From an optimization exercise on the open Yosys and OpenROAD flow, aimed at small area, a short achievable clock period and few clock cycles; shortcuts taken in it are not production practice.
RTL that was checked went through simulation tests only; none was proved equivalent to the original.
The clock port is modelled as an ideal driver, which makes a skipped or thinned clock tree look cheaper than it is; a real chip needs a root buffer or a tree.
Power is estimated from default activity; no workload was simulated.

## JK
==> flow/design.v <==
module procik (clock, reset,
               mem_addr, mem_din, mem_dout, mem_csb, mem_web, halted);
input clock, reset;
output [7:0] mem_addr;
output [15:0] mem_din;
input [15:0] mem_dout;
output mem_csb, mem_web;
output halted;
localparam [2:0] S_A = 3'd0, S_B = 3'd1, S_C = 3'd2, S_C2 = 3'd3, S_D = 3'd4, S_H = 3'd5;
reg [2:0] state;
reg [7:0] addr_q;       
reg [7:0] pc;           
reg csb_q, web_q;
reg [15:0] din_q;
reg halted_q;
reg stale_q;            
reg ld_q;               
reg [2:0] ldr_q;        
reg wb_q;               
reg [2:0] wbr_q;        
reg [15:0] r [0:7];     
reg [7:0] valid;
assign mem_addr = addr_q;
assign mem_din = din_q;
assign mem_csb = csb_q;
assign mem_web = web_q;
assign halted = halted_q;
wire is_load  = (mem_dout[15:12] == 4'd1);
wire is_store = (mem_dout[15:12] == 4'd2);
wire is_halt  = !is_load && !is_store;
wire [2:0] rsel = mem_dout[10:8];
wire fwd = (state == S_C2);
wire [7:0] rhot = ((8'd1 << rsel) & valid) & {8{!fwd}};
reg [15:0] rdata;
integer k;
always @(*) begin
  rdata = fwd ? mem_dout : 16'd0;
  for (k = 0; k < 8; k = k + 1)
    rdata = rdata | (r[k] & {16{rhot[k]}});
end
wire [7:0] inc = pc + 8'd1;
wire hazard = ld_q && is_store && (ldr_q == rsel);
always @(posedge clock)
  if (wb_q) r[wbr_q] <= mem_dout;
always @(posedge clock or posedge reset)
  if (reset) valid <= 8'd0;
  else if (wb_q) valid[wbr_q] <= 1'b1;
always @(posedge clock)
  din_q <= rdata;
always @(posedge clock)
  wbr_q <= ldr_q;
always @(posedge clock)
  ldr_q <= rsel;
always @(posedge clock or posedge reset)
  if (reset) begin
    state <= S_A;
    addr_q <= 8'd0;
    pc <= 8'd0;
    csb_q <= 1'b0;
    web_q <= 1'b1;
    halted_q <= 1'b0;
    stale_q <= 1'b0;
    ld_q <= 1'b0;
    wb_q <= 1'b0;
  end else begin
    wb_q <= ld_q;
    ld_q <= 1'b0;
    case (state)
      S_A: begin
        addr_q <= inc;
        pc <= inc;
        csb_q <= 1'b0;
        web_q <= 1'b1;
        state <= S_B;
      end
      S_B: begin
        if (is_halt) begin
          csb_q <= 1'b1;
          web_q <= 1'b1;
          halted_q <= 1'b1;
          state <= S_H;
        end else begin
          addr_q <= mem_dout[7:0];
          csb_q <= 1'b0;
          web_q <= !is_store;
          ld_q <= is_load;
          stale_q <= is_store && (mem_dout[7:0] == addr_q);
          state <= S_C;
        end
      end
      S_C: begin
        if (stale_q) begin
          addr_q <= pc;
          csb_q <= 1'b0;
          web_q <= 1'b1;
          state <= S_A;
        end else if (is_halt) begin
          csb_q <= 1'b1;
          web_q <= 1'b1;
          halted_q <= 1'b1;
          state <= S_H;
        end else begin
          addr_q <= mem_dout[7:0];
          pc <= inc;
          if (hazard) begin
            csb_q <= 1'b1;
            web_q <= 1'b1;
            state <= S_C2;
          end else begin
            csb_q <= 1'b0;
            web_q <= !is_store;
            ld_q <= is_load;
            state <= S_D;
          end
        end
      end
      S_C2: begin
        csb_q <= 1'b0;
        web_q <= 1'b0;
        state <= S_D;
      end
      S_D: begin
        addr_q <= pc;
        csb_q <= 1'b0;
        web_q <= 1'b1;
        state <= S_A;
      end
      default: begin
        csb_q <= 1'b1;
        web_q <= 1'b1;
      end
    endcase
  end
endmodule
Settings: LEC_CHECK=0, CAP_MARGIN=20, CORE_MARGIN=2, CORE_UTILIZATION=40, CTS_BUF_LIST=sky130_fd_sc_hd__clkbuf_4 sky130_fd_sc_hd__clkbuf_8, SETUP_SLACK_MARGIN=3.0, SLEW_MARGIN=20; clock period 5.0 ns.
run.sh (not shown) runs the stock make flow with config.mk's settings and CLKGATE_MAP_FILE= SYNTH_SCRIPT=/design/flow/synth_recipe.tcl, a recipe that flattens the netlist after the stock synthesis.
Relative to JK, the following input files were edited for MS:
--- a/flow/design.v
+++ b/flow/design.v
@@ -29,15 +29,7 @@
 wire is_store = (mem_dout[15:12] == 4'd2);
 wire is_halt  = !is_load && !is_store;
 wire [2:0] rsel = mem_dout[10:8];
-wire fwd = (state == S_C2);
-wire [7:0] rhot = ((8'd1 << rsel) & valid) & {8{!fwd}};
-reg [15:0] rdata;
-integer k;
-always @(*) begin
-  rdata = fwd ? mem_dout : 16'd0;
-  for (k = 0; k < 8; k = k + 1)
-    rdata = rdata | (r[k] & {16{rhot[k]}});
-end
+wire [15:0] rdata = valid[rsel] ? r[rsel] : 16'd0;
 wire [7:0] inc = pc + 8'd1;
 wire hazard = ld_q && is_store && (ldr_q == rsel);
 always @(posedge clock)
@@ -46,11 +38,11 @@
   if (reset) valid <= 8'd0;
   else if (wb_q) valid[wbr_q] <= 1'b1;
 always @(posedge clock)
-  din_q <= rdata;
+  din_q <= (state == S_C2) ? mem_dout : rdata;
 always @(posedge clock)
   wbr_q <= ldr_q;
 always @(posedge clock)
-  ldr_q <= rsel;
+  if (state == S_B || state == S_C) ldr_q <= rsel;
 always @(posedge clock or posedge reset)
   if (reset) begin
     state <= S_A;
Findings:
Horizontal extent of the die was higher in MS than in JK.
Compare JK and MS | net switching power higher: MS
From JK to MS the numbers moved as follows: instance count after placement with tap cells included saw a decrease; final-layout clock-cell area share down 1.3 points; first-pass GRT wire length down 16%; top achievable clock speed has increased; combinational cell power picked up an extra 570%.
Compared with JK, MS shows count of non-CTS inverters in the layout higher by 1.
MS has non-clock buffer count below what JK had.
According to the power report, total power for MS is higher than for JK.
MS -> JK: clock net sink count delta 0, exact match
Re final area: JK was higher than MS.
Testbench counts of MS, summed over its fixed seeds: cycles 8,284.
Function not checked in JK: the RTL went through the layout flow alone.

---

procik, a different RTL version from the one above (not shown whole).
For scale: ~430 cells after synthesis, roughly 180 flip-flops, ~45 I/O pins, about 6900 um2 of cells after synthesis.
==> module procik, before the edit <==
module procik (clock, reset,
               mem_addr, mem_din, mem_dout, mem_csb, mem_web, halted);
input clock, reset;
output [7:0] mem_addr;
output [15:0] mem_din;
input [15:0] mem_dout;
output mem_csb, mem_web;
output halted;
reg s_a, s_b, s_c, s_c2, s_d;
reg halted_q;
reg [7:0] addr_q;       
reg [7:0] pc;           
reg csb_q, we_q;        
reg [15:0] din_q;
reg stale_q;            
reg ld_q;               
reg [2:0] ldr_q;        
reg wb_q;               
reg [2:0] wbr_q;        
reg [15:0] r [0:7];     
assign mem_addr = addr_q;
assign mem_din = din_q;
assign mem_csb = csb_q;
assign mem_web = !we_q;
assign halted = halted_q;
wire is_load  = (mem_dout[15:12] == 4'd1);
wire is_store = (mem_dout[15:12] == 4'd2);
wire is_halt  = !is_load && !is_store;
wire [2:0] rsel = mem_dout[10:8];
wire [7:0] inc = pc + 8'd1;
wire hazard = ld_q && is_store && (ldr_q == rsel);
wire dec_b = s_b;
wire dec_c = s_c && !stale_q;
wire [7:0] rhot = (8'd1 << rsel) & {8{!s_c2}};
reg [15:0] rdata;
integer k;
always @(*) begin
  rdata = s_c2 ? mem_dout : 16'd0;
  for (k = 0; k < 8; k = k + 1)
    rdata = rdata | (r[k] & {16{rhot[k]}});
end
always @(posedge clock)
  din_q <= rdata;
reg rst_q;
always @(posedge clock)
  rst_q <= reset;
wire [15:0] wdata = mem_dout & {16{!rst_q}};
integer j;
always @(posedge clock)
  for (j = 0; j < 8; j = j + 1)
    if (rst_q || (wb_q && wbr_q == j)) r[j] <= wdata;
always @(posedge clock) begin
  ldr_q <= rsel;
  wbr_q <= ldr_q;
  stale_q <= is_store && (mem_dout[7:0] == addr_q);
end
always @(posedge clock or posedge reset)
  if (reset) begin
    s_a <= 1'b1;
    s_b <= 1'b0;
    s_c <= 1'b0;
    s_c2 <= 1'b0;
    s_d <= 1'b0;
    halted_q <= 1'b0;
    csb_q <= 1'b0;
    we_q <= 1'b0;
    ld_q <= 1'b0;
    wb_q <= 1'b0;
  end else begin
    s_a <= s_d || (s_c && stale_q);
    s_b <= s_a;
    s_c <= s_b && !is_halt;
    s_c2 <= dec_c && !is_halt && hazard;
    s_d <= s_c2 || (dec_c && !is_halt && !hazard);
    halted_q <= halted_q || ((dec_b || dec_c) && is_halt);
    csb_q <= halted_q || ((dec_b || dec_c) && (is_halt || hazard));
    we_q <= s_c2 || ((dec_b || dec_c) && is_store && !hazard);
    ld_q <= (dec_b || dec_c) && is_load;
    wb_q <= ld_q;
  end
always @(posedge clock or posedge reset)
  if (reset) begin
    addr_q <= 8'd0;
    pc <= 8'd0;
  end else begin
    if (s_a || dec_c) pc <= inc;
    if (s_a) addr_q <= inc;
    else if (s_b || dec_c) addr_q <= mem_dout[7:0];
    else if (s_c || s_d) addr_q <= pc;
  end
endmodule
clock: 5.0 ns
lec_check: 0
cap_margin: 20
core_margin: 2
core_utilization: 40
setup_slack_margin: 3.1
slew_margin: 20
standard.sh (not shown) runs the stock make flow with config.mk's settings and CLKGATE_MAP_FILE= SYNTH_SCRIPT=/design/flow/synth_recipe.tcl, a recipe that flattens the netlist after the stock synthesis.
==> flow/flow/run.sh <==
#!/bin/bash
# The standard ORFS layout, except that the clock tree is built by
# flow/manual_cts.tcl: two levels of clock buffers placed by k-means over the
# flip-flops, in place of TritonCTS (shorter clock latency), and port
# buffers that start as buf_2 (timing repair upsizes the ones that need it).
set -euo pipefail
here=$(pwd)
bash standard.sh "PRE_CTS_TCL=$here/flow/manual_cts.tcl" \
  "BUFFER_PORTS_ARGS=-buffer_cell sky130_fd_sc_hd__buf_2" finish > "$here/orfs_make.log" 2>&1
test -f out/final.def
Other scripts of this flow, unchanged in this note and not shown: flow/flow/manual_cts.tcl
The starting point completed without violations.
Testbench counts at the start, summed over its fixed seeds: cycles 8,284.
Edit:
--- a/flow/design.v
+++ b/flow/design.v
@@ -62,5 +62,4 @@
     s_c2 <= 1'b0;
     s_d <= 1'b0;
-    halted_q <= 1'b0;
     csb_q <= 1'b0;
     we_q <= 1'b0;
@@ -73,5 +72,4 @@
     s_c2 <= dec_c && !is_halt && hazard;
     s_d <= s_c2 || (dec_c && !is_halt && !hazard);
-    halted_q <= halted_q || ((dec_b || dec_c) && is_halt);
     csb_q <= halted_q || ((dec_b || dec_c) && (is_halt || hazard));
     we_q <= s_c2 || ((dec_b || dec_c) && is_store && !hazard);
@@ -80,12 +78,15 @@
   end
 always @(posedge clock or posedge reset)
-  if (reset) begin
-    addr_q <= 8'd0;
+  if (reset)
     pc <= 8'd0;
-  end else begin
-    if (s_a || dec_c) pc <= inc;
-    if (s_a) addr_q <= inc;
-    else if (s_b || dec_c) addr_q <= mem_dout[7:0];
-    else if (s_c || s_d) addr_q <= pc;
-  end
+  else if (s_a || dec_c)
+    pc <= inc;
+always @(posedge clock)
+  if (reset) halted_q <= 1'b0;
+  else halted_q <= halted_q || ((dec_b || dec_c) && is_halt);
+always @(posedge clock)
+  if (reset) addr_q <= 8'd0;
+  else if (s_a) addr_q <= inc;
+  else if (s_b || dec_c) addr_q <= mem_dout[7:0];
+  else if (s_c || s_d) addr_q <= pc;
 endmodule
The new run produced a clean layout.
Register-to-register slack gains 0.02 ns.
Via count rose by 0.55%.
Sequential cell count is unchanged.
Critical path depth is lower by 2.
First-iteration DRC count rises by 77%.
Total power grows by 0.31%.
Hold slack gets better by 0.015 ns.
Worst setup slack loses 0.026 ns.
No functional check of the RTL was part of the second run of this note. In every run of this note, the design's own scripts or RTL, not TritonCTS, make the clock network.

-- separate check: timing with driven ports --
The flow's constraints put no driver on any port. The routed layouts listed below were extracted and timed again, unchanged, in two steps. Step 1 assumes that a clkbuf_16 drives the clock port and a buf_2 every other input. Step 2, shift: input delay + t, output delay - t, t = (earliest + latest rising clock arrival at the registers) / 2. This alone moves slack from input paths to output paths. Three values: ideal, step 1, step 2; two values: the first two.
run	t (ns)	slack for setup (ns)	cell pins on the clock port's net
JK	0.505	2.910 / 2.874 / 2.399	1
MS	0.486	2.917 / 2.881 / 2.464	1
the first run of note 2	0.364	3.120 / 3.061 / 2.789	4
the second run of note 2	0.363	3.094 / 3.037 / 2.673	4
After both steps setup and hold are still met in every run listed. For JK, which loses most, drivers alone change the setup slack by -0.036 ns; drivers and shift together by -0.511 ns.
